This is an optimization exercise on Yosys and OpenROAD, whose aim is small area, a short achievable clock period and few clock cycles per item, not a production implementation.
At most, simulation tests tie the RTL to the original design; equivalence was not proved.
The RTL of run 2 was laid out without a check of its function.
Power figures rest on the tool's default switching activity, not on a simulated workload.

==> flow/design.v <==
`timescale 1ns / 1ps
module pe #(
    parameter DATA_WIDTH = 32
) (
    input clk,
    input rst,
    input [DATA_WIDTH-1:0] x_in,
    input [DATA_WIDTH-1:0] w_in,
    output reg [DATA_WIDTH-1:0] x_out,
    output reg [DATA_WIDTH-1:0] w_out,
    output reg [DATA_WIDTH-1:0] y_out
);
    always @(posedge clk) begin : proc_w_out
        if(~rst) begin
            w_out <= 0;
        end else begin
            w_out <= w_in;
        end
    end
    always @(posedge clk) begin : proc_x_out
        if(~rst) begin
            x_out <= 0;
        end else begin
            x_out <= x_in;
        end
    end
    always @(posedge clk) begin : proc_y_out
        if(~rst) begin
            y_out <= 0;
        end else begin
            y_out <= y_out + x_in * w_in;
        end
    end
endmodule
`timescale 1ns / 1ps
module systolic_array#(
    parameter M           = 4,
    parameter N           = 16,
    parameter K           = 4,
    parameter DATA_WIDTH  = 32
) (
    input clk,
    input rst_n,
    input [DATA_WIDTH*M-1:0] X,
    input [DATA_WIDTH*K-1:0] W,
    output reg [DATA_WIDTH*M*K-1:0] Y,
    output reg done
);
    genvar i, j;
    reg [DATA_WIDTH-1:0] X_buffer [0:M-1][0:M-1];
    reg [DATA_WIDTH-1:0] W_buffer [0:K-1][0:K-1];
    reg [DATA_WIDTH-1:0] X_in [0:M-1];
    reg [DATA_WIDTH-1:0] W_in [0:K-1];
    for (i = 0; i < M; i = i + 1) begin
        always @(posedge clk) begin : proc_X_in
            if(~rst_n) begin
                X_in[i] <= 'b0;
            end else begin
                X_in[i] <= X_buffer[i][0];
            end
        end
        for (j = 0; j <= i; j = j + 1) begin
            always @(posedge clk) begin : proc_X_buffer
                if(~rst_n) begin
                    X_buffer[i][j] <= 'b0;
                end else begin
                    if (j == i) begin
                        X_buffer[i][j] <= X[DATA_WIDTH*(i+1)-1:DATA_WIDTH*i];
                    end else begin
                        X_buffer[i][j] <= X_buffer[i][j+1];
                    end
                end
            end
        end
    end
    for (j = 0; j < K; j = j + 1) begin
        always @(posedge clk) begin : proc_W_in
            if(~rst_n) begin
                W_in[j] <= 'b0;
            end else begin
                W_in[j] <= W_buffer[0][j];
            end
        end
        for (i = 0; i <= j; i = i + 1) begin
            always @(posedge clk) begin : proc_W_buffer
                if(~rst_n) begin
                    W_buffer[i][j] <= 'b0;
                end else begin
                    if (i == j) begin
                        W_buffer[i][j] <= W[DATA_WIDTH*(j+1)-1:DATA_WIDTH*j];
                    end else begin
                        W_buffer[i][j] <= W_buffer[i+1][j];
                    end
                end
            end
        end
    end
    wire [DATA_WIDTH-1:0] X_out [0:M-1][0:K-1];
    wire [DATA_WIDTH-1:0] W_out [0:M-1][0:K-1];
    wire [DATA_WIDTH-1:0] Y_out [0:M-1][0:K-1];
    generate
        for (i = 0; i < M; i = i + 1) begin
            for (j = 0; j < K; j = j + 1) begin
                if (i == 0 && j == 0) begin
                    pe pe_00(
                        .clk(clk),
                        .rst(rst_n),
                        .x_in(X_in[0]),
                        .w_in(W_in[0]),
                        .x_out(X_out[0][0]),
                        .w_out(W_out[0][0]),
                        .y_out(Y_out[0][0])
                        );
                end else if (i == 0 && j != 0) begin
                    pe pe_i0(
                        .clk(clk),
                        .rst(rst_n),
                        .x_in(X_out[i][j-1]),
                        .w_in(W_in[j]),
                        .x_out(X_out[i][j]),
                        .w_out(W_out[i][j]),
                        .y_out(Y_out[i][j])
                        );
                end else if (i != 0 && j == 0) begin
                    pe pe_j0(
                        .clk(clk),
                        .rst(rst_n),
                        .x_in(X_in[i]),
                        .w_in(W_out[i-1][j]),
                        .x_out(X_out[i][j]),
                        .w_out(W_out[i][j]),
                        .y_out(Y_out[i][j])
                        );
                end else begin
                    pe pe_ij(
                        .clk(clk),
                        .rst(rst_n),
                        .x_in(X_out[i][j-1]),
                        .w_in(W_out[i-1][j]),
                        .x_out(X_out[i][j]),
                        .w_out(W_out[i][j]),
                        .y_out(Y_out[i][j])
                        );
                end
            end
        end
    endgenerate
    for (i = 0; i < M; i = i + 1) begin
        for (j = 0; j < K; j = j + 1) begin
            always @(posedge clk) begin : proc_Y
                if(~rst_n) begin
                    Y[(i*K+j+1)*DATA_WIDTH-1:(i*K+j)*DATA_WIDTH] <= 'b0;
                end else begin
                    Y[(i*K+j+1)*DATA_WIDTH-1:(i*K+j)*DATA_WIDTH] <= Y_out[i][j];
                end
            end
        end
    end
    reg [31:0] cnt;
    always @(posedge clk) begin : proc_done
        if(~rst_n) begin
            cnt <= 0;
            done <= 1'b0;
        end else begin
            cnt <= cnt + 1;
            if (cnt > N + M + K + 2) begin
                done <= 1'b1;
            end
        end
    end
endmodule
==> flow/run.sh <==
#!/bin/bash
# synth_recipe.tcl (not shown) runs the flow's synth.tcl, then flattens the netlist and writes it again
# the make line also repeats each setting of config.mk as NAME=value (left out here)
make -C /OpenROAD-flow-scripts/flow DESIGN_CONFIG=/design/flow/config.mk WORK_HOME=/design/flow/orfs CLKGATE_MAP_FILE= SYNTH_SCRIPT=/design/flow/synth_recipe.tcl finish
==> flow/config.mk <==
export PLATFORM = sky130hd
export DESIGN_NAME = systolic_array
export DESIGN_NICKNAME = systolic_array
export VERILOG_FILES = /design/flow/design.v
export SDC_FILE = /design/flow/constraint.sdc
export NUM_CORES = 8
export LEC_CHECK = 0
export CAP_MARGIN = 20
export CORE_MARGIN = 2
export CORE_UTILIZATION = 45
export PLACE_DENSITY = 0.6
export SLEW_MARGIN = 20
==> flow/constraint.sdc <==
create_clock -name core_clock -period 8.0 [get_ports {clk}]
set_input_delay 1.6000 -clock core_clock [delete_from_list [all_inputs] [get_ports {clk}]]
set_output_delay 1.6000 -clock core_clock [all_outputs]
set_load 0.01 [all_outputs]
==> summary.txt, run 1 <==
Worst setup path
  – CP dominant cell by count: fa_1
  – Worst path bufs/invs: 6
  – Max incr delay on CP: 1.01 ns
  – CP Launch Type: register
  – Crit path kind: register to register
  – Required time of the critical path: 8.94 ns
  – Arr. time, crit path: 8.70 ns

Layout
  – # diodes: 103
  – Fin util: 49.6%
  – Bufs w/o clock: 1692
  – Area of the multi-input gates: 246000 um2
  – Clock-cell share: 3.19%
  – NonClk Buf Share: 4.07%
  – Biggest Area Class: multi-input gates

Power
  – Sw frac: 28.0%
  – Clock Power Share: 48.0%
  – Highest-power group: clock

Clock tree
  – CTS tree: built
  – H-tree level count: 5

Yosys
  – Post-Synthesis Cells: 35700
  – Synthesized flop and latch total: 2721
  – Cell Area, Synth: 337000 um2
  – Synth Area in Simple Gates: 18.5%

STA
  – Slew at the pin with the worst max-slew slack: 1.22 ns
  – Hold Vio Cnt, Final: 0
  – Final Skew: 0.0676 ns

Floorplan
  – Row cnt: 317

Global routing
  – M1 GR Usage: 38.0%
  – First-pass GRT wire length: 1610 mm
  – GR Util met3: 4.97%

Routing
  – Avg WL per Cell: 22.8 um
  – Final WL: 1060 mm
  – Final antenna-violating net count: 0
  – DRC: 0

Placed design
  – Pre-CTS setup slack: 0.275 ns
  – Port Buffers: 770

Status
  – Outcome: finished clean
Testbench counts, summed over its fixed seeds: cycles 7,424, gemms 256.
==> run 2, diff against run 1 <==
==> flow/design.v (replaced) <==
module pe (
    input             clk,
    input             clr,
    input      [31:0] x,
    input      [31:0] x3,
    input      [54:0] we,
    output reg [31:0] y
);
  reg  [31:0] as, ac;
  wire [31:0] as_g = as & {32{~clr}};
  wire [31:0] ac_g = ac & {32{~clr}};
  wire [31:0] ns, nc;
  wire n1;
  wire n2;
  wire n3;
  wire n4;
  wire n5;
  wire n6;
  wire n7;
  wire n8;
  wire n9;
  wire n10;
  wire n11;
  wire n12;
  wire n13;
  wire n14;
  wire n15;
  wire n16;
  wire n17;
  wire n18;
  wire n19;
  wire n20;
  wire n21;
  wire n22;
  wire n23;
  wire n24;
  wire n25;
  wire n26;
  wire n27;
  wire n28;
  wire n29;
  wire n30;
  wire n31;
  wire n32;
  wire n33;
  wire n34;
  wire n35;
  wire n36;
  wire n37;
  wire n38;
  wire n39;
  wire n40;
  wire n41;
  wire n42;
  wire n43;
  wire n44;
  wire n45;
  wire n46;
  wire n47;
  wire n48;
  wire n49;
  wire n50;
  wire n51;
  wire n52;
  wire n53;
  wire n54;
  wire n55;
  wire n56;
  wire n57;
  wire n58;
  wire n59;
  wire n60;
  wire n61;
  wire n62;
  wire n63;
  wire n64;
  wire n65;
  wire n66;
  wire n67;
  wire n68;
  wire n69;
  wire n70;
  wire n71;
  wire n72;
  wire n73;
  wire n74;
  wire n75;
  wire n76;
  wire n77;
  wire n78;
  wire n79;
  wire n80;
  wire n81;
  wire n82;
  wire n83;
  wire n84;
  wire n85;
  wire n86;
  wire n87;
  wire n88;
  wire n89;
  wire n90;
  wire n91;
  wire n92;
  wire n93;
  wire n94;
  wire n95;
  wire n96;
  wire n97;
  wire n98;
  wire n99;
  wire n100;
  wire n101;
  wire n102;
  wire n103;
  wire n104;
  wire n105;
  wire n106;
  wire n107;
  wire n108;
  wire n109;
  wire n110;
  wire n111;
  wire n112;
  wire n113;
  wire n114;
  wire n115;
  wire n116;
  wire n117;
  wire n118;
  wire n119;
  wire n120;
  wire n121;
  wire n122;
  wire n123;
  wire n124;
  wire n125;
  wire n126;
  wire n127;
  wire n128;
  wire n129;
  wire n130;
  wire n131;
  wire n132;
  wire n133;
  wire n134;
  wire n135;
  wire n136;
  wire n137;
  wire n138;
  wire n139;
  wire n140;
  wire n141;
  wire n142;
  wire n143;
  wire n144;
  wire n145;
  wire n146;
  wire n147;
  wire n148;
  wire n149;
  wire n150;
  wire n151;
  wire n152;
  wire n153;
  wire n154;
  wire n155;
  wire n156;
  wire n157;
  wire n158;
  wire n159;
  wire n160;
  wire n161;
  wire n162;
  wire n163;
  wire n164;
  wire n165;
  wire n166;
  wire n167;
  wire n168;
  wire n169;
  wire n170;
  wire n171;
  wire n172;
  wire n173;
  wire n174;
  wire n175;
  wire n176;
  wire n177;
  wire n178;
  wire n179;
  wire n180;
  wire n181;
  wire n182;
  wire n183;
  wire n184;
  wire n185;
  wire n186;
  wire n187;
  wire n188;
  wire n189;
  wire n190;
  wire n191;
  wire n192;
  wire n193;
  wire n194;
  wire n195;
  wire n196;
  wire n197;
  wire n198;
  wire n199;
  wire n200;
  wire n201;
  wire n202;
  wire n203;
  wire n204;
  wire n205;
  wire n206;
  wire n207;
  wire n208;
  wire n209;
  wire n210;
  wire n211;
  wire n212;
  wire n213;
  wire n214;
  wire n215;
  wire n216;
  wire n217;
  wire n218;
  wire n219;
  wire n220;
  wire n221;
  wire n222;
  wire n223;
  wire n224;
  wire n225;
  wire n226;
  wire n227;
  wire n228;
  wire n229;
  wire n230;
  wire n231;
  wire n232;
  wire n233;
  wire n234;
  wire n235;
  wire n236;
  wire n237;
  wire n238;
  wire n239;
  wire n240;
  wire n241;
  wire n242;
  wire n243;
  wire n244;
  wire n245;
  wire n246;
  wire n247;
  wire n248;
  wire n249;
  wire n250;
  wire n251;
  wire n252;
  wire n253;
  wire n254;
  wire n255;
  wire n256;
  wire n257;
  wire n258;
  wire n259;
  wire n260;
  wire n261;
  wire n262;
  wire n263;
  wire n264;
  wire n265;
  wire n266;
  wire n267;
  wire n268;
  wire n269;
  wire n270;
  wire n271;
  wire n272;
  wire n273;
  wire n274;
  wire n275;
  wire n276;
  wire n277;
  wire n278;
  wire n279;
  wire n280;
  wire n281;
  wire n282;
  wire n283;
  wire n284;
  wire n285;
  wire n286;
  wire n287;
  wire n288;
  wire n289;
  wire n290;
  wire n291;
  wire n292;
  wire n293;
  wire n294;
  wire n295;
  wire n296;
  wire n297;
  wire n298;
  wire n299;
  wire n300;
  wire n301;
  wire n302;
  wire n303;
  wire n304;
  wire n305;
  wire n306;
  wire n307;
  wire n308;
  wire n309;
  wire n310;
  wire n311;
  wire n312;
  wire n313;
  wire n314;
  wire n315;
  wire n316;
  wire n317;
  wire n318;
  wire n319;
  wire n320;
  wire n321;
  wire n322;
  wire n323;
  wire n324;
  wire n325;
  wire n326;
  wire n327;
  wire n328;
  wire n329;
  wire n330;
  wire n331;
  wire n332;
  wire n333;
  wire n334;
  wire n335;
  wire n336;
  wire n337;
  wire n338;
  wire n339;
  wire n340;
  wire n341;
  wire n342;
  wire n343;
  wire n344;
  wire n345;
  wire n346;
  wire n347;
  wire n348;
  wire n349;
  wire n350;
  wire n351;
  wire n352;
  wire n353;
  wire n354;
  wire n355;
  wire n356;
  wire n357;
  wire n358;
  wire n359;
  wire n360;
  wire n361;
  wire n362;
  wire n363;
  wire n364;
  wire n365;
  wire n366;
  wire n367;
  wire n368;
  wire n369;
  wire n370;
  wire n371;
  wire n372;
  wire n373;
  wire n374;
  wire n375;
  wire n376;
  wire n377;
  wire n378;
  wire n379;
  wire n380;
  wire n381;
  wire n382;
  wire n383;
  wire n384;
  wire n385;
  wire n386;
  wire n387;
  wire n388;
  wire n389;
  wire n390;
  wire n391;
  wire n392;
  wire n393;
  wire n394;
  wire n395;
  wire n396;
  wire n397;
  wire n398;
  wire n399;
  wire n400;
  wire n401;
  wire n402;
  wire n403;
  wire n404;
  wire n405;
  wire n406;
  wire n407;
  wire n408;
  wire n409;
  wire n410;
  wire n411;
  wire n412;
  wire n413;
  wire n414;
  wire n415;
  wire n416;
  wire n417;
  wire n418;
  wire n419;
  wire n420;
  wire n421;
  wire n422;
  wire n423;
  wire n424;
  wire n425;
  wire n426;
  wire n427;
  wire n428;
  wire n429;
  wire n430;
  wire n431;
  wire n432;
  wire n433;
  wire n434;
  wire n435;
  wire n436;
  wire n437;
  wire n438;
  wire n439;
  wire n440;
  wire n441;
  wire n442;
  wire n443;
  wire n444;
  wire n445;
  wire n446;
  wire n447;
  wire n448;
  wire n449;
  wire n450;
  wire n451;
  wire n452;
  wire n453;
  wire n454;
  wire n455;
  wire n456;
  wire n457;
  wire n458;
  wire n459;
  wire n460;
  wire n461;
  wire n462;
  wire n463;
  wire n464;
  wire n465;
  wire n466;
  wire n467;
  wire n468;
  wire n469;
  wire n470;
  wire n471;
  wire n472;
  wire n473;
  wire n474;
  wire n475;
  wire n476;
  wire n477;
  wire n478;
  wire n479;
  wire n480;
  wire n481;
  wire n482;
  wire n483;
  wire n484;
  wire n485;
  wire n486;
  wire n487;
  wire n488;
  wire n489;
  wire n490;
  wire n491;
  wire n492;
  wire n493;
  wire n494;
  wire n495;
  wire n496;
  wire n497;
  wire n498;
  wire n499;
  wire n500;
  wire n501;
  wire n502;
  wire n503;
  wire n504;
  wire n505;
  wire n506;
  wire n507;
  wire n508;
  wire n509;
  wire n510;
  wire n511;
  wire n512;
  wire n513;
  wire n514;
  wire n515;
  wire n516;
  wire n517;
  wire n518;
  wire n519;
  wire n520;
  wire n521;
  wire n522;
  wire n523;
  wire n524;
  wire n525;
  wire n526;
  wire n527;
  wire n528;
  wire n529;
  wire n530;
  wire n531;
  wire n532;
  wire n533;
  wire n534;
  wire n535;
  wire n536;
  wire n537;
  wire n538;
  wire n539;
  wire n540;
  wire n541;
  wire n542;
  wire n543;
  wire n544;
  wire n545;
  wire n546;
  wire n547;
  wire n548;
  wire n549;
  wire n550;
  wire n551;
  wire n552;
  wire n553;
  wire n554;
  wire n555;
  wire n556;
  wire n557;
  wire n558;
  wire n559;
  wire n560;
  wire n561;
  assign n1 = we[4] ^ ((we[0] & x[0]) | (we[2] & x3[0]));
  assign n2 = we[4] ^ ((we[0] & x[1]) | (we[2] & x3[1]) | (we[1] & x[0]));
  assign n3 = we[4] ^ ((we[0] & x[2]) | (we[2] & x3[2]) | (we[1] & x[1]) | (we[3] & x[0]));
  assign n4 = we[4] ^ ((we[0] & x[3]) | (we[2] & x3[3]) | (we[1] & x[2]) | (we[3] & x[1]));
  assign n5 = we[4] ^ ((we[0] & x[4]) | (we[2] & x3[4]) | (we[1] & x[3]) | (we[3] & x[2]));
  assign n6 = we[4] ^ ((we[0] & x[5]) | (we[2] & x3[5]) | (we[1] & x[4]) | (we[3] & x[3]));
  assign n7 = we[4] ^ ((we[0] & x[6]) | (we[2] & x3[6]) | (we[1] & x[5]) | (we[3] & x[4]));
  assign n8 = we[4] ^ ((we[0] & x[7]) | (we[2] & x3[7]) | (we[1] & x[6]) | (we[3] & x[5]));
  assign n9 = we[4] ^ ((we[0] & x[8]) | (we[2] & x3[8]) | (we[1] & x[7]) | (we[3] & x[6]));
  assign n10 = we[4] ^ ((we[0] & x[9]) | (we[2] & x3[9]) | (we[1] & x[8]) | (we[3] & x[7]));
  assign n11 = we[4] ^ ((we[0] & x[10]) | (we[2] & x3[10]) | (we[1] & x[9]) | (we[3] & x[8]));
  assign n12 = we[4] ^ ((we[0] & x[11]) | (we[2] & x3[11]) | (we[1] & x[10]) | (we[3] & x[9]));
  assign n13 = we[4] ^ ((we[0] & x[12]) | (we[2] & x3[12]) | (we[1] & x[11]) | (we[3] & x[10]));
  assign n14 = we[4] ^ ((we[0] & x[13]) | (we[2] & x3[13]) | (we[1] & x[12]) | (we[3] & x[11]));
  assign n15 = we[4] ^ ((we[0] & x[14]) | (we[2] & x3[14]) | (we[1] & x[13]) | (we[3] & x[12]));
  assign n16 = we[4] ^ ((we[0] & x[15]) | (we[2] & x3[15]) | (we[1] & x[14]) | (we[3] & x[13]));
  assign n17 = we[4] ^ ((we[0] & x[16]) | (we[2] & x3[16]) | (we[1] & x[15]) | (we[3] & x[14]));
  assign n18 = we[4] ^ ((we[0] & x[17]) | (we[2] & x3[17]) | (we[1] & x[16]) | (we[3] & x[15]));
  assign n19 = we[4] ^ ((we[0] & x[18]) | (we[2] & x3[18]) | (we[1] & x[17]) | (we[3] & x[16]));
  assign n20 = we[4] ^ ((we[0] & x[19]) | (we[2] & x3[19]) | (we[1] & x[18]) | (we[3] & x[17]));
  assign n21 = we[4] ^ ((we[0] & x[20]) | (we[2] & x3[20]) | (we[1] & x[19]) | (we[3] & x[18]));
  assign n22 = we[4] ^ ((we[0] & x[21]) | (we[2] & x3[21]) | (we[1] & x[20]) | (we[3] & x[19]));
  assign n23 = we[4] ^ ((we[0] & x[22]) | (we[2] & x3[22]) | (we[1] & x[21]) | (we[3] & x[20]));
  assign n24 = we[4] ^ ((we[0] & x[23]) | (we[2] & x3[23]) | (we[1] & x[22]) | (we[3] & x[21]));
  assign n25 = we[4] ^ ((we[0] & x[24]) | (we[2] & x3[24]) | (we[1] & x[23]) | (we[3] & x[22]));
  assign n26 = we[4] ^ ((we[0] & x[25]) | (we[2] & x3[25]) | (we[1] & x[24]) | (we[3] & x[23]));
  assign n27 = we[4] ^ ((we[0] & x[26]) | (we[2] & x3[26]) | (we[1] & x[25]) | (we[3] & x[24]));
  assign n28 = we[4] ^ ((we[0] & x[27]) | (we[2] & x3[27]) | (we[1] & x[26]) | (we[3] & x[25]));
  assign n29 = we[4] ^ ((we[0] & x[28]) | (we[2] & x3[28]) | (we[1] & x[27]) | (we[3] & x[26]));
  assign n30 = we[4] ^ ((we[0] & x[29]) | (we[2] & x3[29]) | (we[1] & x[28]) | (we[3] & x[27]));
  assign n31 = we[4] ^ ((we[0] & x[30]) | (we[2] & x3[30]) | (we[1] & x[29]) | (we[3] & x[28]));
  assign n32 = we[4] ^ ((we[0] & x[31]) | (we[2] & x3[31]) | (we[1] & x[30]) | (we[3] & x[29]));
  assign n33 = we[9] ^ ((we[5] & x[0]) | (we[7] & x3[0]));
  assign n34 = we[9] ^ ((we[5] & x[1]) | (we[7] & x3[1]) | (we[6] & x[0]));
  assign n35 = we[9] ^ ((we[5] & x[2]) | (we[7] & x3[2]) | (we[6] & x[1]) | (we[8] & x[0]));
  assign n36 = we[9] ^ ((we[5] & x[3]) | (we[7] & x3[3]) | (we[6] & x[2]) | (we[8] & x[1]));
  assign n37 = we[9] ^ ((we[5] & x[4]) | (we[7] & x3[4]) | (we[6] & x[3]) | (we[8] & x[2]));
  assign n38 = we[9] ^ ((we[5] & x[5]) | (we[7] & x3[5]) | (we[6] & x[4]) | (we[8] & x[3]));
  assign n39 = we[9] ^ ((we[5] & x[6]) | (we[7] & x3[6]) | (we[6] & x[5]) | (we[8] & x[4]));
  assign n40 = we[9] ^ ((we[5] & x[7]) | (we[7] & x3[7]) | (we[6] & x[6]) | (we[8] & x[5]));
  assign n41 = we[9] ^ ((we[5] & x[8]) | (we[7] & x3[8]) | (we[6] & x[7]) | (we[8] & x[6]));
  assign n42 = we[9] ^ ((we[5] & x[9]) | (we[7] & x3[9]) | (we[6] & x[8]) | (we[8] & x[7]));
  assign n43 = we[9] ^ ((we[5] & x[10]) | (we[7] & x3[10]) | (we[6] & x[9]) | (we[8] & x[8]));
  assign n44 = we[9] ^ ((we[5] & x[11]) | (we[7] & x3[11]) | (we[6] & x[10]) | (we[8] & x[9]));
  assign n45 = we[9] ^ ((we[5] & x[12]) | (we[7] & x3[12]) | (we[6] & x[11]) | (we[8] & x[10]));
  assign n46 = we[9] ^ ((we[5] & x[13]) | (we[7] & x3[13]) | (we[6] & x[12]) | (we[8] & x[11]));
  assign n47 = we[9] ^ ((we[5] & x[14]) | (we[7] & x3[14]) | (we[6] & x[13]) | (we[8] & x[12]));
  assign n48 = we[9] ^ ((we[5] & x[15]) | (we[7] & x3[15]) | (we[6] & x[14]) | (we[8] & x[13]));
  assign n49 = we[9] ^ ((we[5] & x[16]) | (we[7] & x3[16]) | (we[6] & x[15]) | (we[8] & x[14]));
  assign n50 = we[9] ^ ((we[5] & x[17]) | (we[7] & x3[17]) | (we[6] & x[16]) | (we[8] & x[15]));
  assign n51 = we[9] ^ ((we[5] & x[18]) | (we[7] & x3[18]) | (we[6] & x[17]) | (we[8] & x[16]));
  assign n52 = we[9] ^ ((we[5] & x[19]) | (we[7] & x3[19]) | (we[6] & x[18]) | (we[8] & x[17]));
  assign n53 = we[9] ^ ((we[5] & x[20]) | (we[7] & x3[20]) | (we[6] & x[19]) | (we[8] & x[18]));
  assign n54 = we[9] ^ ((we[5] & x[21]) | (we[7] & x3[21]) | (we[6] & x[20]) | (we[8] & x[19]));
  assign n55 = we[9] ^ ((we[5] & x[22]) | (we[7] & x3[22]) | (we[6] & x[21]) | (we[8] & x[20]));
  assign n56 = we[9] ^ ((we[5] & x[23]) | (we[7] & x3[23]) | (we[6] & x[22]) | (we[8] & x[21]));
  assign n57 = we[9] ^ ((we[5] & x[24]) | (we[7] & x3[24]) | (we[6] & x[23]) | (we[8] & x[22]));
  assign n58 = we[9] ^ ((we[5] & x[25]) | (we[7] & x3[25]) | (we[6] & x[24]) | (we[8] & x[23]));
  assign n59 = we[9] ^ ((we[5] & x[26]) | (we[7] & x3[26]) | (we[6] & x[25]) | (we[8] & x[24]));
  assign n60 = we[9] ^ ((we[5] & x[27]) | (we[7] & x3[27]) | (we[6] & x[26]) | (we[8] & x[25]));
  assign n61 = we[9] ^ ((we[5] & x[28]) | (we[7] & x3[28]) | (we[6] & x[27]) | (we[8] & x[26]));
  assign n62 = we[14] ^ ((we[10] & x[0]) | (we[12] & x3[0]));
  assign n63 = we[14] ^ ((we[10] & x[1]) | (we[12] & x3[1]) | (we[11] & x[0]));
  assign n64 = we[14] ^ ((we[10] & x[2]) | (we[12] & x3[2]) | (we[11] & x[1]) | (we[13] & x[0]));
  assign n65 = we[14] ^ ((we[10] & x[3]) | (we[12] & x3[3]) | (we[11] & x[2]) | (we[13] & x[1]));
  assign n66 = we[14] ^ ((we[10] & x[4]) | (we[12] & x3[4]) | (we[11] & x[3]) | (we[13] & x[2]));
  assign n67 = we[14] ^ ((we[10] & x[5]) | (we[12] & x3[5]) | (we[11] & x[4]) | (we[13] & x[3]));
  assign n68 = we[14] ^ ((we[10] & x[6]) | (we[12] & x3[6]) | (we[11] & x[5]) | (we[13] & x[4]));
  assign n69 = we[14] ^ ((we[10] & x[7]) | (we[12] & x3[7]) | (we[11] & x[6]) | (we[13] & x[5]));
  assign n70 = we[14] ^ ((we[10] & x[8]) | (we[12] & x3[8]) | (we[11] & x[7]) | (we[13] & x[6]));
  assign n71 = we[14] ^ ((we[10] & x[9]) | (we[12] & x3[9]) | (we[11] & x[8]) | (we[13] & x[7]));
  assign n72 = we[14] ^ ((we[10] & x[10]) | (we[12] & x3[10]) | (we[11] & x[9]) | (we[13] & x[8]));
  assign n73 = we[14] ^ ((we[10] & x[11]) | (we[12] & x3[11]) | (we[11] & x[10]) | (we[13] & x[9]));
  assign n74 = we[14] ^ ((we[10] & x[12]) | (we[12] & x3[12]) | (we[11] & x[11]) | (we[13] & x[10]));
  assign n75 = we[14] ^ ((we[10] & x[13]) | (we[12] & x3[13]) | (we[11] & x[12]) | (we[13] & x[11]));
  assign n76 = we[14] ^ ((we[10] & x[14]) | (we[12] & x3[14]) | (we[11] & x[13]) | (we[13] & x[12]));
  assign n77 = we[14] ^ ((we[10] & x[15]) | (we[12] & x3[15]) | (we[11] & x[14]) | (we[13] & x[13]));
  assign n78 = we[14] ^ ((we[10] & x[16]) | (we[12] & x3[16]) | (we[11] & x[15]) | (we[13] & x[14]));
  assign n79 = we[14] ^ ((we[10] & x[17]) | (we[12] & x3[17]) | (we[11] & x[16]) | (we[13] & x[15]));
  assign n80 = we[14] ^ ((we[10] & x[18]) | (we[12] & x3[18]) | (we[11] & x[17]) | (we[13] & x[16]));
  assign n81 = we[14] ^ ((we[10] & x[19]) | (we[12] & x3[19]) | (we[11] & x[18]) | (we[13] & x[17]));
  assign n82 = we[14] ^ ((we[10] & x[20]) | (we[12] & x3[20]) | (we[11] & x[19]) | (we[13] & x[18]));
  assign n83 = we[14] ^ ((we[10] & x[21]) | (we[12] & x3[21]) | (we[11] & x[20]) | (we[13] & x[19]));
  assign n84 = we[14] ^ ((we[10] & x[22]) | (we[12] & x3[22]) | (we[11] & x[21]) | (we[13] & x[20]));
  assign n85 = we[14] ^ ((we[10] & x[23]) | (we[12] & x3[23]) | (we[11] & x[22]) | (we[13] & x[21]));
  assign n86 = we[14] ^ ((we[10] & x[24]) | (we[12] & x3[24]) | (we[11] & x[23]) | (we[13] & x[22]));
  assign n87 = we[14] ^ ((we[10] & x[25]) | (we[12] & x3[25]) | (we[11] & x[24]) | (we[13] & x[23]));
  assign n88 = we[19] ^ ((we[15] & x[0]) | (we[17] & x3[0]));
  assign n89 = we[19] ^ ((we[15] & x[1]) | (we[17] & x3[1]) | (we[16] & x[0]));
  assign n90 = we[19] ^ ((we[15] & x[2]) | (we[17] & x3[2]) | (we[16] & x[1]) | (we[18] & x[0]));
  assign n91 = we[19] ^ ((we[15] & x[3]) | (we[17] & x3[3]) | (we[16] & x[2]) | (we[18] & x[1]));
  assign n92 = we[19] ^ ((we[15] & x[4]) | (we[17] & x3[4]) | (we[16] & x[3]) | (we[18] & x[2]));
  assign n93 = we[19] ^ ((we[15] & x[5]) | (we[17] & x3[5]) | (we[16] & x[4]) | (we[18] & x[3]));
  assign n94 = we[19] ^ ((we[15] & x[6]) | (we[17] & x3[6]) | (we[16] & x[5]) | (we[18] & x[4]));
  assign n95 = we[19] ^ ((we[15] & x[7]) | (we[17] & x3[7]) | (we[16] & x[6]) | (we[18] & x[5]));
  assign n96 = we[19] ^ ((we[15] & x[8]) | (we[17] & x3[8]) | (we[16] & x[7]) | (we[18] & x[6]));
  assign n97 = we[19] ^ ((we[15] & x[9]) | (we[17] & x3[9]) | (we[16] & x[8]) | (we[18] & x[7]));
  assign n98 = we[19] ^ ((we[15] & x[10]) | (we[17] & x3[10]) | (we[16] & x[9]) | (we[18] & x[8]));
  assign n99 = we[19] ^ ((we[15] & x[11]) | (we[17] & x3[11]) | (we[16] & x[10]) | (we[18] & x[9]));
  assign n100 = we[19] ^ ((we[15] & x[12]) | (we[17] & x3[12]) | (we[16] & x[11]) | (we[18] & x[10]));
  assign n101 = we[19] ^ ((we[15] & x[13]) | (we[17] & x3[13]) | (we[16] & x[12]) | (we[18] & x[11]));
  assign n102 = we[19] ^ ((we[15] & x[14]) | (we[17] & x3[14]) | (we[16] & x[13]) | (we[18] & x[12]));
  assign n103 = we[19] ^ ((we[15] & x[15]) | (we[17] & x3[15]) | (we[16] & x[14]) | (we[18] & x[13]));
  assign n104 = we[19] ^ ((we[15] & x[16]) | (we[17] & x3[16]) | (we[16] & x[15]) | (we[18] & x[14]));
  assign n105 = we[19] ^ ((we[15] & x[17]) | (we[17] & x3[17]) | (we[16] & x[16]) | (we[18] & x[15]));
  assign n106 = we[19] ^ ((we[15] & x[18]) | (we[17] & x3[18]) | (we[16] & x[17]) | (we[18] & x[16]));
  assign n107 = we[19] ^ ((we[15] & x[19]) | (we[17] & x3[19]) | (we[16] & x[18]) | (we[18] & x[17]));
  assign n108 = we[19] ^ ((we[15] & x[20]) | (we[17] & x3[20]) | (we[16] & x[19]) | (we[18] & x[18]));
  assign n109 = we[19] ^ ((we[15] & x[21]) | (we[17] & x3[21]) | (we[16] & x[20]) | (we[18] & x[19]));
  assign n110 = we[19] ^ ((we[15] & x[22]) | (we[17] & x3[22]) | (we[16] & x[21]) | (we[18] & x[20]));
  assign n111 = we[24] ^ ((we[20] & x[0]) | (we[22] & x3[0]));
  assign n112 = we[24] ^ ((we[20] & x[1]) | (we[22] & x3[1]) | (we[21] & x[0]));
  assign n113 = we[24] ^ ((we[20] & x[2]) | (we[22] & x3[2]) | (we[21] & x[1]) | (we[23] & x[0]));
  assign n114 = we[24] ^ ((we[20] & x[3]) | (we[22] & x3[3]) | (we[21] & x[2]) | (we[23] & x[1]));
  assign n115 = we[24] ^ ((we[20] & x[4]) | (we[22] & x3[4]) | (we[21] & x[3]) | (we[23] & x[2]));
  assign n116 = we[24] ^ ((we[20] & x[5]) | (we[22] & x3[5]) | (we[21] & x[4]) | (we[23] & x[3]));
  assign n117 = we[24] ^ ((we[20] & x[6]) | (we[22] & x3[6]) | (we[21] & x[5]) | (we[23] & x[4]));
  assign n118 = we[24] ^ ((we[20] & x[7]) | (we[22] & x3[7]) | (we[21] & x[6]) | (we[23] & x[5]));
  assign n119 = we[24] ^ ((we[20] & x[8]) | (we[22] & x3[8]) | (we[21] & x[7]) | (we[23] & x[6]));
  assign n120 = we[24] ^ ((we[20] & x[9]) | (we[22] & x3[9]) | (we[21] & x[8]) | (we[23] & x[7]));
  assign n121 = we[24] ^ ((we[20] & x[10]) | (we[22] & x3[10]) | (we[21] & x[9]) | (we[23] & x[8]));
  assign n122 = we[24] ^ ((we[20] & x[11]) | (we[22] & x3[11]) | (we[21] & x[10]) | (we[23] & x[9]));
  assign n123 = we[24] ^ ((we[20] & x[12]) | (we[22] & x3[12]) | (we[21] & x[11]) | (we[23] & x[10]));
  assign n124 = we[24] ^ ((we[20] & x[13]) | (we[22] & x3[13]) | (we[21] & x[12]) | (we[23] & x[11]));
  assign n125 = we[24] ^ ((we[20] & x[14]) | (we[22] & x3[14]) | (we[21] & x[13]) | (we[23] & x[12]));
  assign n126 = we[24] ^ ((we[20] & x[15]) | (we[22] & x3[15]) | (we[21] & x[14]) | (we[23] & x[13]));
  assign n127 = we[24] ^ ((we[20] & x[16]) | (we[22] & x3[16]) | (we[21] & x[15]) | (we[23] & x[14]));
  assign n128 = we[24] ^ ((we[20] & x[17]) | (we[22] & x3[17]) | (we[21] & x[16]) | (we[23] & x[15]));
  assign n129 = we[24] ^ ((we[20] & x[18]) | (we[22] & x3[18]) | (we[21] & x[17]) | (we[23] & x[16]));
  assign n130 = we[24] ^ ((we[20] & x[19]) | (we[22] & x3[19]) | (we[21] & x[18]) | (we[23] & x[17]));
  assign n131 = we[29] ^ ((we[25] & x[0]) | (we[27] & x3[0]));
  assign n132 = we[29] ^ ((we[25] & x[1]) | (we[27] & x3[1]) | (we[26] & x[0]));
  assign n133 = we[29] ^ ((we[25] & x[2]) | (we[27] & x3[2]) | (we[26] & x[1]) | (we[28] & x[0]));
  assign n134 = we[29] ^ ((we[25] & x[3]) | (we[27] & x3[3]) | (we[26] & x[2]) | (we[28] & x[1]));
  assign n135 = we[29] ^ ((we[25] & x[4]) | (we[27] & x3[4]) | (we[26] & x[3]) | (we[28] & x[2]));
  assign n136 = we[29] ^ ((we[25] & x[5]) | (we[27] & x3[5]) | (we[26] & x[4]) | (we[28] & x[3]));
  assign n137 = we[29] ^ ((we[25] & x[6]) | (we[27] & x3[6]) | (we[26] & x[5]) | (we[28] & x[4]));
  assign n138 = we[29] ^ ((we[25] & x[7]) | (we[27] & x3[7]) | (we[26] & x[6]) | (we[28] & x[5]));
  assign n139 = we[29] ^ ((we[25] & x[8]) | (we[27] & x3[8]) | (we[26] & x[7]) | (we[28] & x[6]));
  assign n140 = we[29] ^ ((we[25] & x[9]) | (we[27] & x3[9]) | (we[26] & x[8]) | (we[28] & x[7]));
  assign n141 = we[29] ^ ((we[25] & x[10]) | (we[27] & x3[10]) | (we[26] & x[9]) | (we[28] & x[8]));
  assign n142 = we[29] ^ ((we[25] & x[11]) | (we[27] & x3[11]) | (we[26] & x[10]) | (we[28] & x[9]));
  assign n143 = we[29] ^ ((we[25] & x[12]) | (we[27] & x3[12]) | (we[26] & x[11]) | (we[28] & x[10]));
  assign n144 = we[29] ^ ((we[25] & x[13]) | (we[27] & x3[13]) | (we[26] & x[12]) | (we[28] & x[11]));
  assign n145 = we[29] ^ ((we[25] & x[14]) | (we[27] & x3[14]) | (we[26] & x[13]) | (we[28] & x[12]));
  assign n146 = we[29] ^ ((we[25] & x[15]) | (we[27] & x3[15]) | (we[26] & x[14]) | (we[28] & x[13]));
  assign n147 = we[29] ^ ((we[25] & x[16]) | (we[27] & x3[16]) | (we[26] & x[15]) | (we[28] & x[14]));
  assign n148 = we[34] ^ ((we[30] & x[0]) | (we[32] & x3[0]));
  assign n149 = we[34] ^ ((we[30] & x[1]) | (we[32] & x3[1]) | (we[31] & x[0]));
  assign n150 = we[34] ^ ((we[30] & x[2]) | (we[32] & x3[2]) | (we[31] & x[1]) | (we[33] & x[0]));
  assign n151 = we[34] ^ ((we[30] & x[3]) | (we[32] & x3[3]) | (we[31] & x[2]) | (we[33] & x[1]));
  assign n152 = we[34] ^ ((we[30] & x[4]) | (we[32] & x3[4]) | (we[31] & x[3]) | (we[33] & x[2]));
  assign n153 = we[34] ^ ((we[30] & x[5]) | (we[32] & x3[5]) | (we[31] & x[4]) | (we[33] & x[3]));
  assign n154 = we[34] ^ ((we[30] & x[6]) | (we[32] & x3[6]) | (we[31] & x[5]) | (we[33] & x[4]));
  assign n155 = we[34] ^ ((we[30] & x[7]) | (we[32] & x3[7]) | (we[31] & x[6]) | (we[33] & x[5]));
  assign n156 = we[34] ^ ((we[30] & x[8]) | (we[32] & x3[8]) | (we[31] & x[7]) | (we[33] & x[6]));
  assign n157 = we[34] ^ ((we[30] & x[9]) | (we[32] & x3[9]) | (we[31] & x[8]) | (we[33] & x[7]));
  assign n158 = we[34] ^ ((we[30] & x[10]) | (we[32] & x3[10]) | (we[31] & x[9]) | (we[33] & x[8]));
  assign n159 = we[34] ^ ((we[30] & x[11]) | (we[32] & x3[11]) | (we[31] & x[10]) | (we[33] & x[9]));
  assign n160 = we[34] ^ ((we[30] & x[12]) | (we[32] & x3[12]) | (we[31] & x[11]) | (we[33] & x[10]));
  assign n161 = we[34] ^ ((we[30] & x[13]) | (we[32] & x3[13]) | (we[31] & x[12]) | (we[33] & x[11]));
  assign n162 = we[39] ^ ((we[35] & x[0]) | (we[37] & x3[0]));
  assign n163 = we[39] ^ ((we[35] & x[1]) | (we[37] & x3[1]) | (we[36] & x[0]));
  assign n164 = we[39] ^ ((we[35] & x[2]) | (we[37] & x3[2]) | (we[36] & x[1]) | (we[38] & x[0]));
  assign n165 = we[39] ^ ((we[35] & x[3]) | (we[37] & x3[3]) | (we[36] & x[2]) | (we[38] & x[1]));
  assign n166 = we[39] ^ ((we[35] & x[4]) | (we[37] & x3[4]) | (we[36] & x[3]) | (we[38] & x[2]));
  assign n167 = we[39] ^ ((we[35] & x[5]) | (we[37] & x3[5]) | (we[36] & x[4]) | (we[38] & x[3]));
  assign n168 = we[39] ^ ((we[35] & x[6]) | (we[37] & x3[6]) | (we[36] & x[5]) | (we[38] & x[4]));
  assign n169 = we[39] ^ ((we[35] & x[7]) | (we[37] & x3[7]) | (we[36] & x[6]) | (we[38] & x[5]));
  assign n170 = we[39] ^ ((we[35] & x[8]) | (we[37] & x3[8]) | (we[36] & x[7]) | (we[38] & x[6]));
  assign n171 = we[39] ^ ((we[35] & x[9]) | (we[37] & x3[9]) | (we[36] & x[8]) | (we[38] & x[7]));
  assign n172 = we[39] ^ ((we[35] & x[10]) | (we[37] & x3[10]) | (we[36] & x[9]) | (we[38] & x[8]));
  assign n173 = we[44] ^ ((we[40] & x[0]) | (we[42] & x3[0]));
  assign n174 = we[44] ^ ((we[40] & x[1]) | (we[42] & x3[1]) | (we[41] & x[0]));
  assign n175 = we[44] ^ ((we[40] & x[2]) | (we[42] & x3[2]) | (we[41] & x[1]) | (we[43] & x[0]));
  assign n176 = we[44] ^ ((we[40] & x[3]) | (we[42] & x3[3]) | (we[41] & x[2]) | (we[43] & x[1]));
  assign n177 = we[44] ^ ((we[40] & x[4]) | (we[42] & x3[4]) | (we[41] & x[3]) | (we[43] & x[2]));
  assign n178 = we[44] ^ ((we[40] & x[5]) | (we[42] & x3[5]) | (we[41] & x[4]) | (we[43] & x[3]));
  assign n179 = we[44] ^ ((we[40] & x[6]) | (we[42] & x3[6]) | (we[41] & x[5]) | (we[43] & x[4]));
  assign n180 = we[44] ^ ((we[40] & x[7]) | (we[42] & x3[7]) | (we[41] & x[6]) | (we[43] & x[5]));
  assign n181 = we[49] ^ ((we[45] & x[0]) | (we[47] & x3[0]));
  assign n182 = we[49] ^ ((we[45] & x[1]) | (we[47] & x3[1]) | (we[46] & x[0]));
  assign n183 = we[49] ^ ((we[45] & x[2]) | (we[47] & x3[2]) | (we[46] & x[1]) | (we[48] & x[0]));
  assign n184 = we[49] ^ ((we[45] & x[3]) | (we[47] & x3[3]) | (we[46] & x[2]) | (we[48] & x[1]));
  assign n185 = we[49] ^ ((we[45] & x[4]) | (we[47] & x3[4]) | (we[46] & x[3]) | (we[48] & x[2]));
  assign n186 = (we[50] & x[0]) | (we[52] & x3[0]);
  assign n187 = (we[50] & x[1]) | (we[52] & x3[1]) | (we[51] & x[0]);
  fa u_fa1 (.a(we[4]), .b(ac_g[0]), .c(as_g[0]), .s(n188), .co(n189));
  fa u_fa2 (.a(ac_g[1]), .b(as_g[1]), .c(n189), .s(n190), .co(n191));
  fa u_fa3 (.a(ac_g[2]), .b(as_g[2]), .c(n3), .s(n192), .co(n193));
  fa u_fa4 (.a(we[9]), .b(ac_g[3]), .c(as_g[3]), .s(n194), .co(n195));
  fa u_fa5 (.a(n194), .b(n33), .c(n4), .s(n196), .co(n197));
  fa u_fa6 (.a(ac_g[4]), .b(as_g[4]), .c(n195), .s(n198), .co(n199));
  fa u_fa7 (.a(n34), .b(n5), .c(n197), .s(n200), .co(n201));
  fa u_fa8 (.a(ac_g[5]), .b(as_g[5]), .c(n35), .s(n202), .co(n203));
  fa u_fa9 (.a(n6), .b(n199), .c(n202), .s(n204), .co(n205));
  fa u_fa10 (.a(we[14]), .b(ac_g[6]), .c(as_g[6]), .s(n206), .co(n207));
  fa u_fa11 (.a(n206), .b(n36), .c(n62), .s(n208), .co(n209));
  fa u_fa12 (.a(n7), .b(n203), .c(n208), .s(n210), .co(n211));
  fa u_fa13 (.a(ac_g[7]), .b(as_g[7]), .c(n207), .s(n212), .co(n213));
  fa u_fa14 (.a(n37), .b(n63), .c(n8), .s(n214), .co(n215));
  fa u_fa15 (.a(n209), .b(n212), .c(n214), .s(n216), .co(n217));
  fa u_fa16 (.a(ac_g[8]), .b(as_g[8]), .c(n38), .s(n218), .co(n219));
  fa u_fa17 (.a(n64), .b(n9), .c(n213), .s(n220), .co(n221));
  fa u_fa18 (.a(n215), .b(n218), .c(n220), .s(n222), .co(n223));
  fa u_fa19 (.a(we[19]), .b(ac_g[9]), .c(as_g[9]), .s(n224), .co(n225));
  fa u_fa20 (.a(n10), .b(n224), .c(n39), .s(n226), .co(n227));
  fa u_fa21 (.a(n65), .b(n88), .c(n219), .s(n228), .co(n229));
  fa u_fa22 (.a(n226), .b(n221), .c(n228), .s(n230), .co(n231));
  fa u_fa23 (.a(ac_g[10]), .b(as_g[10]), .c(n225), .s(n232), .co(n233));
  fa u_fa24 (.a(n11), .b(n40), .c(n66), .s(n234), .co(n235));
  fa u_fa25 (.a(n89), .b(n227), .c(n232), .s(n236), .co(n237));
  fa u_fa26 (.a(n234), .b(n229), .c(n236), .s(n238), .co(n239));
  fa u_fa27 (.a(ac_g[11]), .b(as_g[11]), .c(n12), .s(n240), .co(n241));
  fa u_fa28 (.a(n41), .b(n67), .c(n90), .s(n242), .co(n243));
  fa u_fa29 (.a(n233), .b(n235), .c(n240), .s(n244), .co(n245));
  fa u_fa30 (.a(n242), .b(n237), .c(n244), .s(n246), .co(n247));
  fa u_fa31 (.a(we[24]), .b(ac_g[12]), .c(as_g[12]), .s(n248), .co(n249));
  fa u_fa32 (.a(n111), .b(n13), .c(n248), .s(n250), .co(n251));
  fa u_fa33 (.a(n42), .b(n68), .c(n91), .s(n252), .co(n253));
  fa u_fa34 (.a(n241), .b(n243), .c(n250), .s(n254), .co(n255));
  fa u_fa35 (.a(n252), .b(n245), .c(n254), .s(n256), .co(n257));
  fa u_fa36 (.a(ac_g[13]), .b(as_g[13]), .c(n249), .s(n258), .co(n259));
  fa u_fa37 (.a(n112), .b(n14), .c(n43), .s(n260), .co(n261));
  fa u_fa38 (.a(n69), .b(n92), .c(n251), .s(n262), .co(n263));
  fa u_fa39 (.a(n253), .b(n258), .c(n260), .s(n264), .co(n265));
  fa u_fa40 (.a(n255), .b(n262), .c(n264), .s(n266), .co(n267));
  fa u_fa41 (.a(ac_g[14]), .b(as_g[14]), .c(n113), .s(n268), .co(n269));
  fa u_fa42 (.a(n15), .b(n44), .c(n70), .s(n270), .co(n271));
  fa u_fa43 (.a(n93), .b(n259), .c(n261), .s(n272), .co(n273));
  fa u_fa44 (.a(n268), .b(n270), .c(n263), .s(n274), .co(n275));
  fa u_fa45 (.a(n265), .b(n272), .c(n274), .s(n276), .co(n277));
  fa u_fa46 (.a(we[29]), .b(ac_g[15]), .c(as_g[15]), .s(n278), .co(n279));
  fa u_fa47 (.a(n114), .b(n131), .c(n16), .s(n280), .co(n281));
  fa u_fa48 (.a(n278), .b(n45), .c(n71), .s(n282), .co(n283));
  fa u_fa49 (.a(n94), .b(n269), .c(n271), .s(n284), .co(n285));
  fa u_fa50 (.a(n280), .b(n282), .c(n273), .s(n286), .co(n287));
  fa u_fa51 (.a(n284), .b(n275), .c(n286), .s(n288), .co(n289));
  fa u_fa52 (.a(ac_g[16]), .b(as_g[16]), .c(n279), .s(n290), .co(n291));
  fa u_fa53 (.a(n115), .b(n132), .c(n17), .s(n292), .co(n293));
  fa u_fa54 (.a(n46), .b(n72), .c(n95), .s(n294), .co(n295));
  fa u_fa55 (.a(n281), .b(n283), .c(n290), .s(n296), .co(n297));
  fa u_fa56 (.a(n292), .b(n294), .c(n285), .s(n298), .co(n299));
  fa u_fa57 (.a(n296), .b(n287), .c(n298), .s(n300), .co(n301));
  fa u_fa58 (.a(ac_g[17]), .b(as_g[17]), .c(n116), .s(n302), .co(n303));
  fa u_fa59 (.a(n133), .b(n18), .c(n47), .s(n304), .co(n305));
  fa u_fa60 (.a(n73), .b(n96), .c(n291), .s(n306), .co(n307));
  fa u_fa61 (.a(n293), .b(n295), .c(n302), .s(n308), .co(n309));
  fa u_fa62 (.a(n304), .b(n297), .c(n306), .s(n310), .co(n311));
  fa u_fa63 (.a(n308), .b(n299), .c(n310), .s(n312), .co(n313));
  fa u_fa64 (.a(we[34]), .b(ac_g[18]), .c(as_g[18]), .s(n314), .co(n315));
  fa u_fa65 (.a(n117), .b(n134), .c(n148), .s(n316), .co(n317));
  fa u_fa66 (.a(n19), .b(n314), .c(n48), .s(n318), .co(n319));
  fa u_fa67 (.a(n74), .b(n97), .c(n303), .s(n320), .co(n321));
  fa u_fa68 (.a(n305), .b(n316), .c(n318), .s(n322), .co(n323));
  fa u_fa69 (.a(n307), .b(n309), .c(n320), .s(n324), .co(n325));
  fa u_fa70 (.a(n322), .b(n311), .c(n324), .s(n326), .co(n327));
  fa u_fa71 (.a(ac_g[19]), .b(as_g[19]), .c(n315), .s(n328), .co(n329));
  fa u_fa72 (.a(n118), .b(n135), .c(n149), .s(n330), .co(n331));
  fa u_fa73 (.a(n20), .b(n49), .c(n75), .s(n332), .co(n333));
  fa u_fa74 (.a(n98), .b(n317), .c(n319), .s(n334), .co(n335));
  fa u_fa75 (.a(n328), .b(n330), .c(n332), .s(n336), .co(n337));
  fa u_fa76 (.a(n321), .b(n323), .c(n334), .s(n338), .co(n339));
  fa u_fa77 (.a(n336), .b(n325), .c(n338), .s(n340), .co(n341));
  fa u_fa78 (.a(ac_g[20]), .b(as_g[20]), .c(n119), .s(n342), .co(n343));
  fa u_fa79 (.a(n136), .b(n150), .c(n21), .s(n344), .co(n345));
  fa u_fa80 (.a(n50), .b(n76), .c(n99), .s(n346), .co(n347));
  fa u_fa81 (.a(n329), .b(n331), .c(n333), .s(n348), .co(n349));
  fa u_fa82 (.a(n342), .b(n344), .c(n346), .s(n350), .co(n351));
  fa u_fa83 (.a(n335), .b(n337), .c(n348), .s(n352), .co(n353));
  fa u_fa84 (.a(n350), .b(n339), .c(n352), .s(n354), .co(n355));
  fa u_fa85 (.a(we[39]), .b(ac_g[21]), .c(as_g[21]), .s(n356), .co(n357));
  fa u_fa86 (.a(n100), .b(n120), .c(n137), .s(n358), .co(n359));
  fa u_fa87 (.a(n151), .b(n162), .c(n22), .s(n360), .co(n361));
  fa u_fa88 (.a(n356), .b(n51), .c(n77), .s(n362), .co(n363));
  fa u_fa89 (.a(n343), .b(n345), .c(n347), .s(n364), .co(n365));
  fa u_fa90 (.a(n358), .b(n360), .c(n362), .s(n366), .co(n367));
  fa u_fa91 (.a(n349), .b(n351), .c(n364), .s(n368), .co(n369));
  fa u_fa92 (.a(n366), .b(n353), .c(n368), .s(n370), .co(n371));
  fa u_fa93 (.a(ac_g[22]), .b(as_g[22]), .c(n357), .s(n372), .co(n373));
  fa u_fa94 (.a(n101), .b(n121), .c(n138), .s(n374), .co(n375));
  fa u_fa95 (.a(n152), .b(n163), .c(n23), .s(n376), .co(n377));
  fa u_fa96 (.a(n52), .b(n78), .c(n359), .s(n378), .co(n379));
  fa u_fa97 (.a(n361), .b(n363), .c(n372), .s(n380), .co(n381));
  fa u_fa98 (.a(n374), .b(n376), .c(n365), .s(n382), .co(n383));
  fa u_fa99 (.a(n367), .b(n378), .c(n380), .s(n384), .co(n385));
  fa u_fa100 (.a(n369), .b(n382), .c(n384), .s(n386), .co(n387));
  fa u_fa101 (.a(ac_g[23]), .b(as_g[23]), .c(n102), .s(n388), .co(n389));
  fa u_fa102 (.a(n122), .b(n139), .c(n153), .s(n390), .co(n391));
  fa u_fa103 (.a(n164), .b(n24), .c(n53), .s(n392), .co(n393));
  fa u_fa104 (.a(n79), .b(n373), .c(n375), .s(n394), .co(n395));
  fa u_fa105 (.a(n377), .b(n388), .c(n390), .s(n396), .co(n397));
  fa u_fa106 (.a(n392), .b(n379), .c(n381), .s(n398), .co(n399));
  fa u_fa107 (.a(n394), .b(n396), .c(n383), .s(n400), .co(n401));
  fa u_fa108 (.a(n385), .b(n398), .c(n400), .s(n402), .co(n403));
  fa u_fa109 (.a(we[44]), .b(ac_g[24]), .c(as_g[24]), .s(n404), .co(n405));
  fa u_fa110 (.a(n103), .b(n123), .c(n140), .s(n406), .co(n407));
  fa u_fa111 (.a(n154), .b(n165), .c(n173), .s(n408), .co(n409));
  fa u_fa112 (.a(n25), .b(n404), .c(n54), .s(n410), .co(n411));
  fa u_fa113 (.a(n80), .b(n389), .c(n391), .s(n412), .co(n413));
  fa u_fa114 (.a(n393), .b(n406), .c(n408), .s(n414), .co(n415));
  fa u_fa115 (.a(n410), .b(n395), .c(n397), .s(n416), .co(n417));
  fa u_fa116 (.a(n412), .b(n414), .c(n399), .s(n418), .co(n419));
  fa u_fa117 (.a(n416), .b(n401), .c(n418), .s(n420), .co(n421));
  fa u_fa118 (.a(ac_g[25]), .b(as_g[25]), .c(n405), .s(n422), .co(n423));
  fa u_fa119 (.a(n104), .b(n124), .c(n141), .s(n424), .co(n425));
  fa u_fa120 (.a(n155), .b(n166), .c(n174), .s(n426), .co(n427));
  fa u_fa121 (.a(n26), .b(n55), .c(n81), .s(n428), .co(n429));
  fa u_fa122 (.a(n407), .b(n409), .c(n411), .s(n430), .co(n431));
  fa u_fa123 (.a(n422), .b(n424), .c(n426), .s(n432), .co(n433));
  fa u_fa124 (.a(n428), .b(n413), .c(n415), .s(n434), .co(n435));
  fa u_fa125 (.a(n430), .b(n432), .c(n417), .s(n436), .co(n437));
  fa u_fa126 (.a(n434), .b(n419), .c(n436), .s(n438), .co(n439));
  fa u_fa127 (.a(ac_g[26]), .b(as_g[26]), .c(n105), .s(n440), .co(n441));
  fa u_fa128 (.a(n125), .b(n142), .c(n156), .s(n442), .co(n443));
  fa u_fa129 (.a(n167), .b(n175), .c(n27), .s(n444), .co(n445));
  fa u_fa130 (.a(n56), .b(n82), .c(n423), .s(n446), .co(n447));
  fa u_fa131 (.a(n425), .b(n427), .c(n429), .s(n448), .co(n449));
  fa u_fa132 (.a(n440), .b(n442), .c(n444), .s(n450), .co(n451));
  fa u_fa133 (.a(n431), .b(n446), .c(n433), .s(n452), .co(n453));
  fa u_fa134 (.a(n448), .b(n450), .c(n435), .s(n454), .co(n455));
  fa u_fa135 (.a(n452), .b(n437), .c(n454), .s(n456), .co(n457));
  fa u_fa136 (.a(we[49]), .b(ac_g[27]), .c(as_g[27]), .s(n458), .co(n459));
  fa u_fa137 (.a(n106), .b(n126), .c(n143), .s(n460), .co(n461));
  fa u_fa138 (.a(n157), .b(n168), .c(n176), .s(n462), .co(n463));
  fa u_fa139 (.a(n181), .b(n28), .c(n458), .s(n464), .co(n465));
  fa u_fa140 (.a(n57), .b(n83), .c(n441), .s(n466), .co(n467));
  fa u_fa141 (.a(n443), .b(n445), .c(n460), .s(n468), .co(n469));
  fa u_fa142 (.a(n462), .b(n464), .c(n447), .s(n470), .co(n471));
  fa u_fa143 (.a(n449), .b(n451), .c(n466), .s(n472), .co(n473));
  fa u_fa144 (.a(n468), .b(n470), .c(n453), .s(n474), .co(n475));
  fa u_fa145 (.a(n472), .b(n455), .c(n474), .s(n476), .co(n477));
  fa u_fa146 (.a(ac_g[28]), .b(as_g[28]), .c(n459), .s(n478), .co(n479));
  fa u_fa147 (.a(n107), .b(n127), .c(n144), .s(n480), .co(n481));
  fa u_fa148 (.a(n158), .b(n169), .c(n177), .s(n482), .co(n483));
  fa u_fa149 (.a(n182), .b(n29), .c(n58), .s(n484), .co(n485));
  fa u_fa150 (.a(n84), .b(n461), .c(n463), .s(n486), .co(n487));
  fa u_fa151 (.a(n465), .b(n478), .c(n480), .s(n488), .co(n489));
  fa u_fa152 (.a(n482), .b(n484), .c(n467), .s(n490), .co(n491));
  fa u_fa153 (.a(n469), .b(n486), .c(n488), .s(n492), .co(n493));
  fa u_fa154 (.a(n471), .b(n473), .c(n490), .s(n494), .co(n495));
  fa u_fa155 (.a(n492), .b(n475), .c(n494), .s(n496), .co(n497));
  fa u_fa156 (.a(ac_g[29]), .b(as_g[29]), .c(n108), .s(n498), .co(n499));
  fa u_fa157 (.a(n128), .b(n145), .c(n159), .s(n500), .co(n501));
  fa u_fa158 (.a(n170), .b(n178), .c(n183), .s(n502), .co(n503));
  fa u_fa159 (.a(n30), .b(n59), .c(n85), .s(n504), .co(n505));
  fa u_fa160 (.a(n479), .b(n481), .c(n483), .s(n506), .co(n507));
  fa u_fa161 (.a(n485), .b(n498), .c(n500), .s(n508), .co(n509));
  fa u_fa162 (.a(n502), .b(n504), .c(n487), .s(n510), .co(n511));
  fa u_fa163 (.a(n489), .b(n506), .c(n508), .s(n512), .co(n513));
  fa u_fa164 (.a(n491), .b(n510), .c(n493), .s(n514), .co(n515));
  fa u_fa165 (.a(n512), .b(n495), .c(n514), .s(n516), .co(n517));
  fa u_fa166 (.a(ac_g[30]), .b(as_g[30]), .c(n109), .s(n518), .co(n519));
  fa u_fa167 (.a(n129), .b(n146), .c(n160), .s(n520), .co(n521));
  fa u_fa168 (.a(n171), .b(n179), .c(n184), .s(n522), .co(n523));
  fa u_fa169 (.a(n186), .b(n31), .c(n60), .s(n524), .co(n525));
  fa u_fa170 (.a(n86), .b(n499), .c(n501), .s(n526), .co(n527));
  fa u_fa171 (.a(n503), .b(n505), .c(n518), .s(n528), .co(n529));
  fa u_fa172 (.a(n520), .b(n522), .c(n524), .s(n530), .co(n531));
  fa u_fa173 (.a(n507), .b(n509), .c(n526), .s(n532), .co(n533));
  fa u_fa174 (.a(n528), .b(n530), .c(n511), .s(n534), .co(n535));
  fa u_fa175 (.a(n532), .b(n513), .c(n534), .s(n536), .co(n537));
  assign n538 = n515 ^ n536;
  assign n539 = n515 & n536;
  xr2 u_xn540 (.a(ac_g[31]), .b(as_g[31]), .y(n540));
  xr2 u_xn541 (.a(n540), .b(n110), .y(n541));
  xr2 u_xn542 (.a(n130), .b(n147), .y(n542));
  xr2 u_xn543 (.a(n161), .b(n172), .y(n543));
  xr2 u_xn544 (.a(n180), .b(n185), .y(n544));
  xr2 u_xn545 (.a(n187), .b(n32), .y(n545));
  xr2 u_xn546 (.a(n61), .b(n87), .y(n546));
  xr2 u_xn547 (.a(n541), .b(n542), .y(n547));
  xr2 u_xn548 (.a(n543), .b(n544), .y(n548));
  xr2 u_xn549 (.a(n545), .b(n546), .y(n549));
  xr2 u_xn550 (.a(n519), .b(n521), .y(n550));
  xr2 u_xn551 (.a(n523), .b(n525), .y(n551));
  xr2 u_xn552 (.a(n547), .b(n548), .y(n552));
  xr2 u_xn553 (.a(n549), .b(n550), .y(n553));
  xr2 u_xn554 (.a(n551), .b(n552), .y(n554));
  xr2 u_xn555 (.a(n527), .b(n553), .y(n555));
  xr2 u_xn556 (.a(n554), .b(n529), .y(n556));
  xr2 u_xn557 (.a(n531), .b(n555), .y(n557));
  xr2 u_xn558 (.a(n556), .b(n557), .y(n558));
  xr2 u_xn559 (.a(n533), .b(n558), .y(n559));
  xr2 u_xn560 (.a(n535), .b(n559), .y(n560));
  xr2 u_xn561 (.a(n560), .b(n537), .y(n561));
  assign ns = {n539, n517, n497, n477, n457, n439, n421, n403, n387, n371, n355, n341, n327, n313, n301, n289, n277, n267, n257, n247, n239, n231, n223, n217, n211, n205, n201, n198, n193, n191, n2, n1};
  assign nc = {n561, n538, n516, n496, n476, n456, n438, n420, n402, n386, n370, n354, n340, n326, n312, n300, n288, n276, n266, n256, n246, n238, n230, n222, n216, n210, n204, n200, n196, n192, n190, n188};
  always @(posedge clk) begin
    as <= ns;
    ac <= nc;
    y  <= as + ac;
  end
endmodule
module xr2 (
    input  a,
    input  b,
    output y
);
  assign y = a ^ b;
endmodule
module fa (
    input  a,
    input  b,
    input  c,
    output s,
    output co
);
  assign s  = a ^ b ^ c;
  assign co = (a & b) | (c & (a ^ b));
endmodule
module systolic_array #(
    parameter M          = 4,
    parameter N          = 16,
    parameter K          = 4,
    parameter DATA_WIDTH = 32
) (
    input                           clk,
    input                           rst_n,
    input      [DATA_WIDTH*M-1:0]   X,
    input      [DATA_WIDTH*K-1:0]   W,
    output     [DATA_WIDTH*M*K-1:0] Y,
    output reg                      done
);
  genvar i, j, k;
  reg [31:0] xr  [0:3];
  reg [31:0] x3r [0:3];
  reg [54:0] wer [0:3];
  for (i = 0; i < 4; i = i + 1) begin : g_x
    wire [31:0] xi = X[32*i +: 32];
    always @(posedge clk) begin
      xr[i]  <= xi;
      x3r[i] <= xi + {xi[30:0], 1'b0};
    end
  end
  for (j = 0; j < 4; j = j + 1) begin : g_w
    wire [34:0] wx = {2'b00, W[32*j +: 32], 1'b0};
    wire [54:0] enc;
    for (k = 0; k < 11; k = k + 1) begin : g_d
      wire b0 = wx[3*k];
      wire b1 = wx[3*k+1];
      wire b2 = wx[3*k+2];
      wire b3 = wx[3*k+3];
      wire [2:0] p = {1'b0, b2, 1'b0} + {2'b00, b1} + {2'b00, b0};
      wire [2:0] m = b3 ? (3'd4 - p) : p;
      assign enc[5*k+0] = (m == 3'd1);
      assign enc[5*k+1] = (m == 3'd2);
      assign enc[5*k+2] = (m == 3'd3);
      assign enc[5*k+3] = (m == 3'd4);
      assign enc[5*k+4] = b3 & (m != 3'd0);
    end
    always @(posedge clk) wer[j] <= enc;
  end
  reg [4:0] cnt;
  reg       rprev, clr;
  always @(posedge clk) begin
    rprev <= rst_n;
    clr   <= ~rprev;
    if (~rst_n) begin
      cnt  <= 5'd0;
      done <= 1'b0;
    end else begin
      if (cnt != 5'd31) cnt <= cnt + 5'd1;
      if (cnt == 5'd17) done <= 1'b1;
    end
  end
  for (i = 0; i < 4; i = i + 1) begin : g_r
    for (j = 0; j < 4; j = j + 1) begin : g_c
      pe u_pe (
        .clk (clk),
        .clr (clr),
        .x   (xr[i]),
        .x3  (x3r[i]),
        .we  (wer[j]),
        .y   (Y[32*(4*i+j) +: 32])
      );
    end
  end
endmodule
--- a/flow/config.mk
+++ b/flow/config.mk
@@ -9,4 +9,6 @@
 export CORE_MARGIN = 2
 export CORE_UTILIZATION = 45
 export PLACE_DENSITY = 0.6
+export SETUP_SLACK_MARGIN = 5
 export SLEW_MARGIN = 20
+export SYNTH_HIERARCHICAL = 1
==> run 2 against run 1 <==
Net effect:
- the flow now stops in global routing
- synthesized area fell by 31%
- synthesized cell count fell by 35%
==> summary.txt, run 2 <==
Floorplan
  – Initial Utilization: 45.1% (was 45.2%)
  – Vert. Die Dim: 723 um (was 869 um)
  – I/O pin total: 771 (unchanged)
  – Width of the die: 723 um (was 869 um)
  – Row cnt: 264 (was 317)

Placed design
  – Hpwl dp: 724 mm (was 859 mm)
  – Port Buffers: 770 (unchanged)
  – GP Congestion: 0.972 (was 0.948)

Yosys
  – Post-Syn Nets: 27100 (was 44900)
  – Cell Area, Synth: 233000 um2 (was 337000 um2)
  – Synth Area per Inst: 10.0 um2 (was 9.45 um2)
  – Post-Synthesis Cells: 23300 (was 35700)
  – Ys Warns: 14 (was 10)

Status
  – Outcome: did not finish (was finished clean)
  – Failed at: global routing
  – Error: [ERROR GRT-0232] Routing congestion too high. Check the congestion heatmap in the GUI.

Global routing
  – Remaining Overflow, GRT: 1
  – Gr usage total: 59.3%
  – Largest net degree at the start of global routing: 105

Clock tree
  – Root Driver: clkbuf_16 (unchanged)
  – Hold buffers post-CTS: 0 (unchanged)
  – Num CTS Buffers: 273 (was 338)
  – H-tree level count: 5 (unchanged)
  – Max clock buf depth: 4 (unchanged)
==> run 2: how the worst max path moves through the flow <==
stage | from | to | cells past startpoint
floorplan | X[32] | x3r[1][27] | 11
global placement | X[1] | x3r[0][31] | 13
detailed placement | X[1] | x3r[0][31] | 13
CTS | xr[0][11] | g_r[0].g_c[2].u_pe.ac[30] | 10
==> run 2: power by group through the flow <==
stage | Sequential [mW] | Combinational, mW | Clock (mW)
after floorplan | 20.0 | 75.8 | 0
after global placement | 22.4 | 105 | 0
after detailed placement | 22.4 | 107 | 0
after CTS | 21.3 | 115 | 13.3
==> run 2: stage by stage <==
stage | instances | instance area (um2) | setup slack (ns) | total power [mW] | hold WS, ns
CTS | 30800 | 299000 | 4.18 | 149 | 0.426
detailed placement | 28700 | 254000 | 2.93 | 130 | 0.405
global placement | 28700 | 254000 | 2.87 | 128 | 0.406
floorplan | 23300 | 249000 | 4.16 | 95.8 | 0.337
==> run 2: per-layer routing <==
| layer | GRT overflow | track usage, % |
|---|---|---|
| met1 | 0 | 60.9 |
| met2 | 0 | 69.9 |
| met5 | 0 | 33.0 |
| met3 | 1 | 48.6 |
| met4 | 0 | 55.9 |
==> run 2: repair_timing <==
action                                   CTS
resized for setup                       5562
endpoints found under the setup margin  1517
pin swaps                               1030
gates cloned                             361
buffers inserted                        1200

[re-timing with driven ports]
The flow's constraints put no driver on any port. The routed layout listed below was extracted and timed again, unchanged, in two steps. Step 1: set_driving_cell puts a clkbuf_16 on clk and a buf_2 on each other input, an assumption about the parent block. Step 2 moves the port delays by t, midway between the first and last clock arrival at a register: inputs arrive t later, outputs are due t later. That takes back most of the time a late clock gives input paths. a / b / c = no drivers / after step 1 / after step 2; a / b = the first two.
run: run 1
t (ns): 1.190
slack for setup (ns): 0.240 / 0.240 / 0.240
hold WS [ns]: 0.402 / 0.402 / 0.402
slew at the worst register clock pin (ns): 0.08 / 0.08
cell pins on the clock port's net: 1
After both steps run 1 still meets setup and hold. For run 1, drivers alone change the setup slack by 0.000 ns; drivers and shift together by 0.000 ns.
